What follows belongs to an exercise in optimizing a design on an open flow for small area, a short achievable clock period and few clock cycles per item; a production flow would make more cautious choices.
At most, simulation tests tie the RTL to the original design; equivalence was not proved.
Power figures rest on the tool's default switching activity, not on a simulated workload.

==> cedar <==
==> flow/design.v <==
module lzss_enc_top (
    input               clk,
    input               rst_x,
    input               i_valid,
    output              ow_ready,
    input       [7:0]   i_data,
    input               i_last,
    output              o_valid,
    input               i_ready,
    output      [8:0]   o_code,
    output              o_last
);
    integer             k;
    reg                 r_rdy;           
    reg                 r_iv;
    reg     [7:0]       r_ib;
    reg                 r_il;
    reg     [7:0]       r_win [1:64];    
    reg     [63:0]      r_s0, r_s1, r_s2;    
    reg     [6:0]       r_rv;            
    reg     [6:0]       r_lb;            
    reg     [6:0]       r_cnt;           
    reg     [2:0]       r_skip;          
    reg     [3:0]       r_ea;
    reg     [5:0]       r_ex2, r_ex3, r_ex4, r_ex5;
    reg                 r_m1, r_m2, r_m3, r_m4;
    reg                 r_l2;
    reg     [1:0]       r_l3, r_l4;      
    reg     [5:0]       r_x1, r_x2, r_x3, r_x4;  
    reg                 r_sv;
    reg                 r_hv;
    reg     [9:0]       r_hd;
    reg     [9:0]       r_sd;
    wire                w_ended = ~r_rv[0] | r_lb[0];
    wire                w_adv   = ~r_sv & (r_iv | (w_ended & (|r_rv)));
    assign  ow_ready    = r_rdy;
    assign  o_valid     = r_hv;
    assign  o_code      = r_hd[8:0];
    assign  o_last      = r_hd[9];
    always @(posedge clk or negedge rst_x) begin
        if (!rst_x) begin
            r_iv    <= 1'b0;
        end
        else if (r_rdy) begin
            r_iv    <= i_valid;
        end
    end
    always @(posedge clk) begin
        if (r_rdy) begin
            r_ib    <= i_data;
            r_il    <= i_last;
        end
    end
    reg     [63:0]      w_eq;
    always @(*) begin
        for (k = 0; k < 64; k = k + 1)
            w_eq[k] = (r_ib == r_win[k+1]) && (r_cnt > k);
    end
    wire    [63:0]      t2 = r_s1 | r_s2;
    wire    [63:0]      t3 = r_s2;
    wire    [63:0]      t4 = r_s2 & ~r_s0;
    wire    [63:0]      t5 = r_s2 & ~r_s1;
    wire    [5:0]       w_x2, w_x3, w_x4, w_x5;
    wire                a2, a3, a4, a5;
    lzss_lowest #(.W(64), .N(6)) u_low2 (.i_v(t2), .o_any(a2), .o_idx(w_x2));
    lzss_lowest #(.W(64), .N(6)) u_low3 (.i_v(t3), .o_any(a3), .o_idx(w_x3));
    lzss_lowest #(.W(64), .N(6)) u_low4 (.i_v(t4), .o_any(a4), .o_idx(w_x4));
    lzss_lowest #(.W(64), .N(6)) u_low5 (.i_v(t5), .o_any(a5), .o_idx(w_x5));
    always @(posedge clk) begin
        if (w_adv) begin
            r_win[1]    <= r_ib;
            for (k = 2; k <= 64; k = k + 1)
                r_win[k]    <= r_win[k-1];
            r_s0        <= w_eq & ~r_s2;
            r_s1        <= w_eq & r_s0;
            r_s2        <= w_eq & (r_s1 | (r_s2 & ~r_s0));
            r_lb        <= {r_lb[5:0], r_iv & r_il};
            r_ea        <= {a5, a4, a3, a2};
            r_ex2       <= w_x2;
            r_ex3       <= w_x3;
            r_ex4       <= w_x4;
            r_ex5       <= w_x5;
            r_m1        <= r_ea[0];
            r_x1        <= r_ex2;
            r_m2        <= r_ea[1] | r_m1;
            r_l2        <= r_ea[1];
            r_x2        <= r_ea[1] ? r_ex3 : r_x1;
            r_m3        <= r_ea[2] | r_m2;
            r_l3        <= r_ea[2] ? 2'd2 : {1'b0, r_l2};
            r_x3        <= r_ea[2] ? r_ex4 : r_x2;
            r_m4        <= r_ea[3] | r_m3;
            r_l4        <= r_ea[3] ? 2'd3 : r_l3;
            r_x4        <= r_ea[3] ? r_ex5 : r_x3;
        end
    end
    always @(posedge clk or negedge rst_x) begin
        if (!rst_x) begin
            r_rv    <= 7'd0;
            r_cnt   <= 7'd0;
        end
        else if (w_adv) begin
            r_rv    <= {r_rv[5:0], r_iv};
            if (r_iv) begin
                if (r_il)
                    r_cnt   <= 7'd0;
                else if (!r_cnt[6])
                    r_cnt   <= r_cnt + 7'd1;
            end
        end
    end
    wire                w_lst = r_lb[6] | (r_m4 & (r_lb[5] | ((r_l4 != 2'd0) & r_lb[4]) |
                                ((r_l4[1]) & r_lb[3]) | ((r_l4 == 2'd3) & r_lb[2])));
    wire    [9:0]       w_code = r_m4 ? {w_lst, 1'b1, ~r_x4, r_l4} : {w_lst, 1'b0, r_win[7]};
    wire                w_push = w_adv & r_rv[6] & (r_skip == 3'd0);
    wire                w_pop  = r_hv & i_ready;
    always @(posedge clk or negedge rst_x) begin
        if (!rst_x) begin
            r_skip  <= 3'd0;
        end
        else if (w_adv && r_rv[6]) begin
            if (r_skip != 3'd0)
                r_skip  <= r_skip - 3'd1;
            else if (r_m4)
                r_skip  <= {1'b0, r_l4} + 3'd1;
        end
    end
    wire                w_sv_next = r_sv ? ~w_pop : (w_push & r_hv & ~w_pop);
    always @(posedge clk) begin
        r_rdy   <= ~w_sv_next;
    end
    always @(posedge clk or negedge rst_x) begin
        if (!rst_x) begin
            r_hv    <= 1'b0;
            r_sv    <= 1'b0;
        end
        else begin
            r_sv    <= w_sv_next;
            if (w_push)
                r_hv    <= 1'b1;
            else if (w_pop && !r_sv)
                r_hv    <= 1'b0;
        end
    end
    always @(posedge clk) begin
        if (r_sv) begin
            if (w_pop)
                r_hd    <= r_sd;
        end
        else if (w_push) begin
            if (!r_hv || w_pop)
                r_hd    <= w_code;
            else
                r_sd    <= w_code;
        end
    end
endmodule
module lzss_lowest #(
    parameter   W   = 64,
    parameter   N   = 6
)(
    input       [W-1:0]     i_v,
    output                  o_any,
    output      [N-1:0]     o_idx
);
    generate
        if (W == 2) begin : leaf
            assign  o_any   = i_v[0] | i_v[1];
            assign  o_idx   = ~i_v[0];
        end
        else begin : node
            wire                w_any_lo;
            wire                w_any_hi;
            wire    [N-2:0]     w_lo;
            wire    [N-2:0]     w_hi;
            lzss_lowest #(.W(W/2), .N(N-1)) u_lo (.i_v(i_v[W/2-1:0]), .o_any(w_any_lo), .o_idx(w_lo));
            lzss_lowest #(.W(W/2), .N(N-1)) u_hi (.i_v(i_v[W-1:W/2]), .o_any(w_any_hi), .o_idx(w_hi));
            assign  o_any   = w_any_lo | w_any_hi;
            assign  o_idx   = w_any_lo ? {1'b0, w_lo} : {1'b1, w_hi};
        end
    endgenerate
endmodule
==> flow/run.sh <==
#!/bin/bash
# synth_recipe.tcl (not shown) runs the flow's synth.tcl, then flattens the netlist and writes it again
# the make line also repeats each setting of config.mk as NAME=value (left out here)
make -C /OpenROAD-flow-scripts/flow DESIGN_CONFIG=/design/flow/config.mk WORK_HOME=/design/flow/orfs CLKGATE_MAP_FILE= SYNTH_SCRIPT=/design/flow/synth_recipe.tcl finish
==> flow/config.mk <==
export PLATFORM = sky130hd
export DESIGN_NAME = lzss_enc_top
export DESIGN_NICKNAME = lzss_enc_top
export VERILOG_FILES = /design/flow/design.v
export SDC_FILE = /design/flow/constraint.sdc
export NUM_CORES = 4
export LEC_CHECK = 0
export CAP_MARGIN = 20
export CORE_MARGIN = 2
export CORE_UTILIZATION = 60
export CTS_BUF_LIST = sky130_fd_sc_hd__clkbuf_4 sky130_fd_sc_hd__clkbuf_8
export CTS_CLUSTER_DIAMETER = 60
export CTS_CLUSTER_SIZE = 12
export SETUP_SLACK_MARGIN = 3.5
export SLEW_MARGIN = 20
==> flow/constraint.sdc <==
create_clock -name core_clock -period 6.0 [get_ports {clk}]
set_input_delay 1.2000 -clock core_clock [delete_from_list [all_inputs] [get_ports {clk}]]
set_output_delay 1.2000 -clock core_clock [all_outputs]
set_load 0.01 [all_outputs]
==> zinc: changes against cedar <==
==> flow/design.v (replaced) <==
module lzss_enc_top (
    input               clk,
    input               rst_x,
    input               i_valid,
    output              ow_ready,
    input       [7:0]   i_data,
    input               i_last,
    output              o_valid,
    input               i_ready,
    output      [8:0]   o_code,
    output              o_last
);
    integer             k;
    reg     [7:0]       r_win [1:64];    
    reg     [63:0]      r_row [0:4];     
    reg     [5:0]       r_rv;            
    reg     [5:0]       r_lb;            
    reg     [6:0]       r_cnt;           
    reg     [2:0]       r_skip;          
    reg     [3:0]       r_any;
    reg     [5:0]       r_idx [2:5];
    reg                 r_hv;
    reg     [9:0]       r_hd;
    reg                 r_sv;
    reg     [9:0]       r_sd;
    wire                w_room  = ~r_sv;
    wire                w_ended = ~r_rv[0] | r_lb[0];
    wire                w_adv   = w_room & (i_valid | (w_ended & (|r_rv)));
    assign  ow_ready    = w_room;
    assign  o_valid     = r_hv;
    assign  o_code      = r_hd[8:0];
    assign  o_last      = r_hd[9];
    reg     [63:0]      w_eq;
    always @(*) begin
        for (k = 0; k < 64; k = k + 1)
            w_eq[k] = (i_data == r_win[k+1]) && (r_cnt > k);
    end
    wire    [63:0]      m2 = r_row[4] & r_row[3];
    wire    [63:0]      m3 = m2 & r_row[2];
    wire    [63:0]      m4 = m3 & r_row[1];
    wire    [63:0]      m5 = m4 & r_row[0];
    wire    [5:0]       w_idx2, w_idx3, w_idx4, w_idx5;
    wire    [3:0]       w_any;
    lzss_lowest #(.W(64), .N(6)) u_low2 (.i_v(m2), .o_any(w_any[0]), .o_idx(w_idx2));
    lzss_lowest #(.W(64), .N(6)) u_low3 (.i_v(m3), .o_any(w_any[1]), .o_idx(w_idx3));
    lzss_lowest #(.W(64), .N(6)) u_low4 (.i_v(m4), .o_any(w_any[2]), .o_idx(w_idx4));
    lzss_lowest #(.W(64), .N(6)) u_low5 (.i_v(m5), .o_any(w_any[3]), .o_idx(w_idx5));
    always @(posedge clk) begin
        if (w_adv) begin
            r_win[1]    <= i_data;
            for (k = 2; k <= 64; k = k + 1)
                r_win[k]    <= r_win[k-1];
            r_row[0]    <= w_eq;
            for (k = 1; k <= 4; k = k + 1)
                r_row[k]    <= r_row[k-1];
            r_lb        <= {r_lb[4:0], i_valid & i_last};
            r_any       <= w_any;
            r_idx[2]    <= w_idx2;
            r_idx[3]    <= w_idx3;
            r_idx[4]    <= w_idx4;
            r_idx[5]    <= w_idx5;
        end
    end
    always @(posedge clk or negedge rst_x) begin
        if (!rst_x) begin
            r_rv    <= 6'd0;
            r_cnt   <= 7'd0;
        end
        else if (w_adv) begin
            r_rv    <= {r_rv[4:0], i_valid};
            if (i_valid) begin
                if (i_last)
                    r_cnt   <= 7'd0;
                else if (!r_cnt[6])
                    r_cnt   <= r_cnt + 7'd1;
            end
        end
    end
    wire                a2 = r_any[0];
    wire                a3 = r_any[1];
    wire                a4 = r_any[2];
    wire                a5 = r_any[3];
    wire    [5:0]       w_idx = a5 ? r_idx[5] : a4 ? r_idx[4] : a3 ? r_idx[3] : r_idx[2];
    wire    [1:0]       w_len = a5 ? 2'd3 : a4 ? 2'd2 : a3 ? 2'd1 : 2'd0;    
    wire                w_lst = r_lb[5] | (a2 & r_lb[4]) | (a3 & r_lb[3]) | (a4 & r_lb[2]) | (a5 & r_lb[1]);
    wire    [9:0]       w_code = a2 ? {w_lst, 1'b1, ~w_idx, w_len} : {w_lst, 1'b0, r_win[6]};
    wire                w_push = w_adv & r_rv[5] & (r_skip == 3'd0);
    wire                w_pop  = r_hv & i_ready;
    always @(posedge clk or negedge rst_x) begin
        if (!rst_x) begin
            r_skip  <= 3'd0;
        end
        else if (w_adv && r_rv[5]) begin
            if (r_skip != 3'd0)
                r_skip  <= r_skip - 3'd1;
            else
                r_skip  <= a5 ? 3'd4 : a4 ? 3'd3 : a3 ? 3'd2 : a2 ? 3'd1 : 3'd0;
        end
    end
    always @(posedge clk or negedge rst_x) begin
        if (!rst_x) begin
            r_hv    <= 1'b0;
            r_sv    <= 1'b0;
        end
        else begin
            if (r_sv) begin
                if (w_pop)
                    r_sv    <= 1'b0;
            end
            else if (w_push) begin
                r_hv    <= 1'b1;
                if (r_hv && !w_pop)
                    r_sv    <= 1'b1;
            end
            else if (w_pop) begin
                r_hv    <= 1'b0;
            end
        end
    end
    always @(posedge clk) begin
        if (r_sv) begin
            if (w_pop)
                r_hd    <= r_sd;
        end
        else if (w_push) begin
            if (!r_hv || w_pop)
                r_hd    <= w_code;
            else
                r_sd    <= w_code;
        end
    end
endmodule
module lzss_lowest #(
    parameter   W   = 64,
    parameter   N   = 6
)(
    input       [W-1:0]     i_v,
    output                  o_any,
    output      [N-1:0]     o_idx
);
    generate
        if (W == 2) begin : leaf
            assign  o_any   = i_v[0] | i_v[1];
            assign  o_idx   = ~i_v[0];
        end
        else begin : node
            wire                w_any_lo;
            wire                w_any_hi;
            wire    [N-2:0]     w_lo;
            wire    [N-2:0]     w_hi;
            lzss_lowest #(.W(W/2), .N(N-1)) u_lo (.i_v(i_v[W/2-1:0]), .o_any(w_any_lo), .o_idx(w_lo));
            lzss_lowest #(.W(W/2), .N(N-1)) u_hi (.i_v(i_v[W-1:W/2]), .o_any(w_any_hi), .o_idx(w_hi));
            assign  o_any   = w_any_lo | w_any_hi;
            assign  o_idx   = w_any_lo ? {1'b0, w_lo} : {1'b1, w_hi};
        end
    endgenerate
endmodule
==> flow/config.mk (replaced) <==
export PLATFORM = sky130hd
export DESIGN_NAME = lzss_enc_top
export DESIGN_NICKNAME = lzss_enc_top
export VERILOG_FILES = /design/flow/design.v
export SDC_FILE = /design/flow/constraint.sdc
export NUM_CORES = 4
export LEC_CHECK = 0
export CAP_MARGIN = 20
export CORE_MARGIN = 2
export CORE_UTILIZATION = 40
export SETUP_SLACK_MARGIN = 3.5
export SLEW_MARGIN = 20
==> willow: changes against cedar <==
--- a/flow/config.mk
+++ b/flow/config.mk
@@ -8,8 +8,9 @@
 export CAP_MARGIN = 20
 export CORE_MARGIN = 2
-export CORE_UTILIZATION = 60
+export CORE_UTILIZATION = 80
 export CTS_BUF_LIST = sky130_fd_sc_hd__clkbuf_4 sky130_fd_sc_hd__clkbuf_8
 export CTS_CLUSTER_DIAMETER = 60
 export CTS_CLUSTER_SIZE = 12
+export PLACE_DENSITY = 0.9
 export SETUP_SLACK_MARGIN = 3.5
 export SLEW_MARGIN = 20
==> summary of the runs <==
- Register-to-register slack: willow < zinc < cedar.
- Against zinc, the clock skew of willow is higher by 0.67 ps.
- The highest die area belongs to zinc, the lowest to willow.
- In area after synthesis, cedar and willow do not differ.
- Clock-buffer cell count: willow > zinc > cedar.
- Clock power: zinc > willow > cedar.
- Of zinc and cedar, cedar has the higher combinational power (gap about 100%, measured against cedar).
- Between cedar and willow, the lower cell count is in willow (gap about 5.5%, measured against willow).
- The highest fmax belongs to cedar, the lowest to willow.
- Hold slack, lowest first: cedar, willow, zinc.
- Of zinc and willow, willow has the higher synthesized cell count (gap about 5%, measured against willow).
Testbench counts of cedar, summed over its fixed seeds: cycles 85,802, items 84,290.
Testbench counts of willow, summed over its fixed seeds: cycles 85,802, items 84,290.
Only the layout flow was run in zinc; the RTL was not checked for function there.

[what the ideal ports hide]
The flow's constraints put no driver on any port. The routed layouts listed below were extracted and timed again, unchanged, in two steps.
Step 1 (the two cells are an assumption about what drives the block):
set clk [get_ports {clk}]
set_driving_cell -lib_cell sky130_fd_sc_hd__clkbuf_16 $clk
set_driving_cell -lib_cell sky130_fd_sc_hd__buf_2 [delete_from_list [all_inputs] $clk]
Step 2, shift: input delay + t, output delay - t, t = (earliest + latest rising clock arrival at the registers) / 2. This alone moves slack from input paths to output paths.
a / b / c = no drivers / after step 1 / after step 2; a / b = the first two.
| run | t, ns | setup slack, ns | worst register clock-pin slew, ns |
|---|---|---|---|
| cedar | 0.752 | 3.443 / 3.443 / 3.345 | 0.10 / 0.10 |
| zinc | 0.718 | 3.409 / 3.409 / 2.953 | 0.07 / 0.07 |
| willow | 0.766 | 3.368 / 3.368 / 3.236 | 0.11 / 0.11 |
After both steps every run listed still meets setup and hold. For zinc, which loses most, drivers alone change the setup slack by 0.000 ns; drivers and shift together by -0.456 ns.
